From an optimization exercise on the open Yosys and OpenROAD flow, aimed at small area, a short achievable clock period and few clock cycles; shortcuts taken in it are not production practice. At most, simulation tests tie the RTL to the original design; equivalence was not proved.

## AL
==> flow/design.v <==
`timescale 1ns / 1ps
module process(
	input clk,
	input rst,
	input [23:0] in_pix,
	output reg [5:0] row, col,
	output reg out_we,
	output reg [23:0] out_pix,
	output reg mirror_done,
	output reg gray_done,
	output reg filter_done);
localparam PM = 2'd0, PG = 2'd1, PF = 2'd2;
reg [1:0]  phase, nphase;
reg [1:0]  sub, nsub;
reg [12:0] cnt, ncnt;
reg [23:0] P;
reg [7:0]  G0, G1, G2, D;
wire [6:0] s = cnt[12:6];
wire [5:0] i = cnt[5:0];
always @(*) begin
	nphase = phase; nsub = sub; ncnt = cnt;
	case (phase)
	PM: begin
		if (sub == 2'd2) begin
			nsub = 2'd0;
			ncnt = cnt + 13'd1;
			if (cnt[10:0] == 11'd2047) begin nphase = PG; ncnt = 13'd0; end
		end else
			nsub = sub + 2'd1;
	end
	PG: begin
		nsub = sub + 2'd1;
		if (sub == 2'd3) begin
			ncnt = cnt + 13'd1;
			if (cnt[10:0] == 11'd2047) begin nphase = PF; ncnt = 13'd0; end
		end
	end
	default: begin
		if (sub == 2'd0)
			nsub = 2'd1;
		else if (sub == 2'd1) begin
			if (s == 7'd65 && i == 6'd1) begin
				nphase = PM; nsub = 2'd0; ncnt = 13'd0;
			end else if (i == 6'd1 && s != 7'd0) begin
				nsub = 2'd2;
			end else begin
				nsub = 2'd0; ncnt = cnt + 13'd1;
			end
		end else begin
			nsub = 2'd0; ncnt = cnt + 13'd1;
		end
	end
	endcase
end
reg [5:0] nrow, ncol;
reg nwe, nmd, ngd, nfd;
wire [6:0]  nsw = ncnt[12:6];
wire [5:0]  ni  = ncnt[5:0];
wire [12:0] wpos = ncnt - 13'd66;
always @(*) begin
	nrow = 6'd0; ncol = 6'd0; nwe = 1'b0; nmd = 1'b0; ngd = 1'b0; nfd = 1'b0;
	case (nphase)
	PM: begin
		nrow = (nsub == 2'd1) ? ~{1'b0, ncnt[10:6]} : {1'b0, ncnt[10:6]};
		ncol = ncnt[5:0];
		nwe = (nsub != 2'd0);
		nmd = (nsub == 2'd2) && (ncnt[10:0] == 11'd2047);
	end
	PG: begin
		nrow = ncnt[10:5];
		ncol = {ncnt[4:0], nsub[0]};
		nwe = nsub[1];
		ngd = (nsub == 2'd3) && (ncnt[10:0] == 11'd2047);
	end
	default: begin
		case (nsub)
		2'd0: begin
			if (nsw <= 7'd63) begin
				nrow = nsw[5:0];
				ncol = nsw[0] ? ~ni : ni;
				nwe = 1'b1;
			end else if (nsw == 7'd64 && ni == 6'd0) begin
				nrow = 6'd63; ncol = 6'd63; nwe = 1'b1;
			end
		end
		2'd1: begin
			nrow = wpos[11:6];
			ncol = wpos[6] ? wpos[5:0] : ~wpos[5:0];
			nwe = (ncnt >= 13'd66) && (ncnt <= 13'd4161);
			nfd = (nsw == 7'd65) && (ni == 6'd1);
		end
		default: begin
			if (nsw == 7'd64) begin nrow = 6'd63; ncol = 6'd63; end
			else begin nrow = nsw[5:0]; ncol = nsw[0] ? 6'd63 : 6'd0; end
		end
		endcase
	end
	endcase
end
always @(posedge clk) begin
	if (rst) begin
		phase <= PM; sub <= 2'd0; cnt <= 13'd0;
		row <= 6'd0; col <= 6'd0; out_we <= 1'b0;
		mirror_done <= 1'b0; gray_done <= 1'b0; filter_done <= 1'b0;
	end else begin
		phase <= nphase; sub <= nsub; cnt <= ncnt;
		row <= nrow; col <= ncol; out_we <= nwe;
		mirror_done <= nmd; gray_done <= ngd; filter_done <= nfd;
	end
end
wire [7:0] pr = P[23:16], pg = P[15:8], pb = P[7:0];
wire [7:0] mx1 = (pr > pg) ? pr : pg;
wire [7:0] mn1 = (pr > pg) ? pg : pr;
wire [7:0] mx  = (pb > mx1) ? pb : mx1;
wire [7:0] mn  = (pb < mn1) ? pb : mn1;
wire [8:0] gsum = {1'b0, mx} + {1'b0, mn};
wire signed [12:0] pT = P[22:10];
wire [9:0] pH = P[9:0];
wire [7:0] g0m = (i == 6'd0) ? 8'd0 : G0;
wire [9:0] Hn = {2'b0, g0m} + {2'b0, G1} + {2'b0, G2};
wire signed [12:0] Tn = $signed({1'b0, G1, 3'b000}) + $signed({4'b0, G1, 1'b0})
                      - $signed({3'b0, Hn}) - $signed({3'b0, pH});
wire signed [12:0] Dn = pT - $signed({3'b0, Hn});
wire [7:0] Dcl = Dn[12] ? 8'd0 : (|Dn[11:8]) ? 8'd255 : Dn[7:0];
always @(posedge clk) begin
	case (phase)
	PM: out_pix <= in_pix;
	PG: begin
		P <= in_pix;
		if (sub == 2'd1 || sub == 2'd2) out_pix <= {8'd0, gsum[8:1], 8'd0};
	end
	default: begin
		case (sub)
		2'd0: begin
			out_pix <= {8'd0, D, 8'd0};
			G0 <= (s <= 7'd63) ? in_pix[15:8] : 8'd0;
			G1 <= G0;
			G2 <= (i == 6'd1) ? 8'd0 : G1;
		end
		2'd1: begin
			out_pix <= {1'b0, Tn, Hn};
			D <= Dcl;
			P <= (s == 7'd0) ? 24'd0 : (i == 6'd0) ? {1'b0, Tn, Hn} : in_pix;
		end
		default: P <= in_pix;
		endcase
	end
	endcase
end
endmodule
make LEC_CHECK=0 CAP_MARGIN=20 CORE_MARGIN=2 CORE_UTILIZATION=45 PLACE_DENSITY=0.6 SLEW_MARGIN=20 finish   # period 7.0 ns
run.sh (not shown) runs the stock make flow with config.mk's settings and CLKGATE_MAP_FILE= SYNTH_SCRIPT=/design/flow/synth_recipe.tcl, a recipe that flattens the netlist after the stock synthesis.
[inputs] PW vs AL
-- flow/design.v --
<<< AL, line 15
reg [12:0] cnt, ncnt;
reg [23:0] P;
reg [7:0]  G0, G1, G2, D;
wire [6:0] s = cnt[12:6];
wire [5:0] i = cnt[5:0];
>>> PW, line 15
reg [12:0] cnt, ncnt;
reg [23:0] P;
reg signed [12:0] T1, Tpre;
reg [9:0]  Hreg;
reg [7:0]  G1, G2;
wire [6:0] s = cnt[12:6];
wire [5:0] i = cnt[5:0];
<<< AL, line 117
wire signed [12:0] pT = P[22:10];
wire [9:0] pH = P[9:0];
wire [7:0] g0m = (i == 6'd0) ? 8'd0 : G0;
wire [9:0] Hn = {2'b0, g0m} + {2'b0, G1} + {2'b0, G2};
wire signed [12:0] Tn = $signed({1'b0, G1, 3'b000}) + $signed({4'b0, G1, 1'b0})
                      - $signed({3'b0, Hn}) - $signed({3'b0, pH});
wire signed [12:0] Dn = pT - $signed({3'b0, Hn});
wire [7:0] Dcl = Dn[12] ? 8'd0 : (|Dn[11:8]) ? 8'd255 : Dn[7:0];
always @(posedge clk) begin
	case (phase)
>>> PW, line 119
wire signed [12:0] pT = P[22:10];
wire [9:0] pH = P[9:0];
wire signed [12:0] tpre_n = $signed({1'b0, G1, 3'b000}) + $signed({5'b0, G1})
                          - $signed({5'b0, G2}) - $signed({3'b0, pH});
wire [7:0] gm = (i == 6'd0) ? 8'd0 : pg;
wire signed [12:0] Tn = Tpre - $signed({5'b0, gm});
wire [9:0] Hn = {2'b0, G1} + {2'b0, G2} + {2'b0, gm};
wire signed [12:0] fd = T1 - $signed({3'b0, Hreg});
wire [7:0] fcl = fd[12] ? 8'd0 : (|fd[11:8]) ? 8'd255 : fd[7:0];
always @(posedge clk) begin
	case (phase)
<<< AL, line 133
		case (sub)
		2'd0: begin
			out_pix <= {8'd0, D, 8'd0};
			G0 <= (s <= 7'd63) ? in_pix[15:8] : 8'd0;
			G1 <= G0;
			G2 <= (i == 6'd1) ? 8'd0 : G1;
		end
		2'd1: begin
			out_pix <= {1'b0, Tn, Hn};
			D <= Dcl;
			P <= (s == 7'd0) ? 24'd0 : (i == 6'd0) ? {1'b0, Tn, Hn} : in_pix;
		end
>>> PW, line 136
		case (sub)
		2'd0: begin
			out_pix <= {8'd0, fcl, 8'd0};
			T1 <= pT;
			Tpre <= tpre_n;
			P <= (s <= 7'd63) ? in_pix : 24'd0;
		end
		2'd1: begin
			out_pix <= {1'b0, Tn, Hn};
			Hreg <= Hn;
			G2 <= (i == 6'd0) ? 8'd0 : G1;
			G1 <= pg;
			P <= (s == 7'd0) ? 24'd0 : (i == 6'd0) ? {1'b0, Tn, Hn} : in_pix;
		end
Findings:
Relative to AL, the horizontal die dimension measured on PW has increased slightly.
Number of buffers and inverters on the critical path in PW is 2 below AL.
Between AL and PW, area share of and/or/nand/nor cells after synthesis is higher for AL, PW comes in under that.
AL → PW: synthesized cell count lost 58; largest driver fanout on the critical path picked up an extra 5; setup slack picked up an extra 0.092 ns; number of distinct standard cells referenced by the synthesized netlist lost 14; clock skew neither gained nor lost much.
Sort AL and PW by area fraction in compound gates after synthesis desc -> top: AL
Average size of a mapped cell: PW vs AL up about 9%
Between AL and PW, the layout clock buffer count is lower for AL.
Testbench counts of PW, summed over its fixed seeds: cycles 363,584.
For AL, only the layout was checked, not whether the RTL still works.

-- afterwards: timing with drivers on the ports --
Ports are ideal in the flow. The routed layouts listed here were re-timed in OpenROAD. Step 1, drivers: a clkbuf_16 drives clk and a buf_2 each remaining input, both assumed. Step 2, shift: input delay + t, output delay - t, t = (earliest + latest rising clock arrival at the registers) / 2. This alone moves slack from input paths to output paths. Slacks: no drivers / after step 1 / after step 2; pairs: no drivers / after step 1.
| run | shift t [ns] | setup WS [ns] | worst hold slack (ns) | clock arrival spread, ns | worst data-port slew with drivers (ns) |
|---|---|---|---|---|---|
| AL | 0.471 | 0.754 / 0.754 / 0.754 | 0.440 / 0.440 / 0.440 | 0.008 / 0.008 | 0.05 |
| PW | 0.472 | 0.846 / 0.846 / 0.846 | 0.529 / 0.529 / 0.529 | 0.007 / 0.007 | 0.05 |
After both steps setup and hold are still met in every run listed.
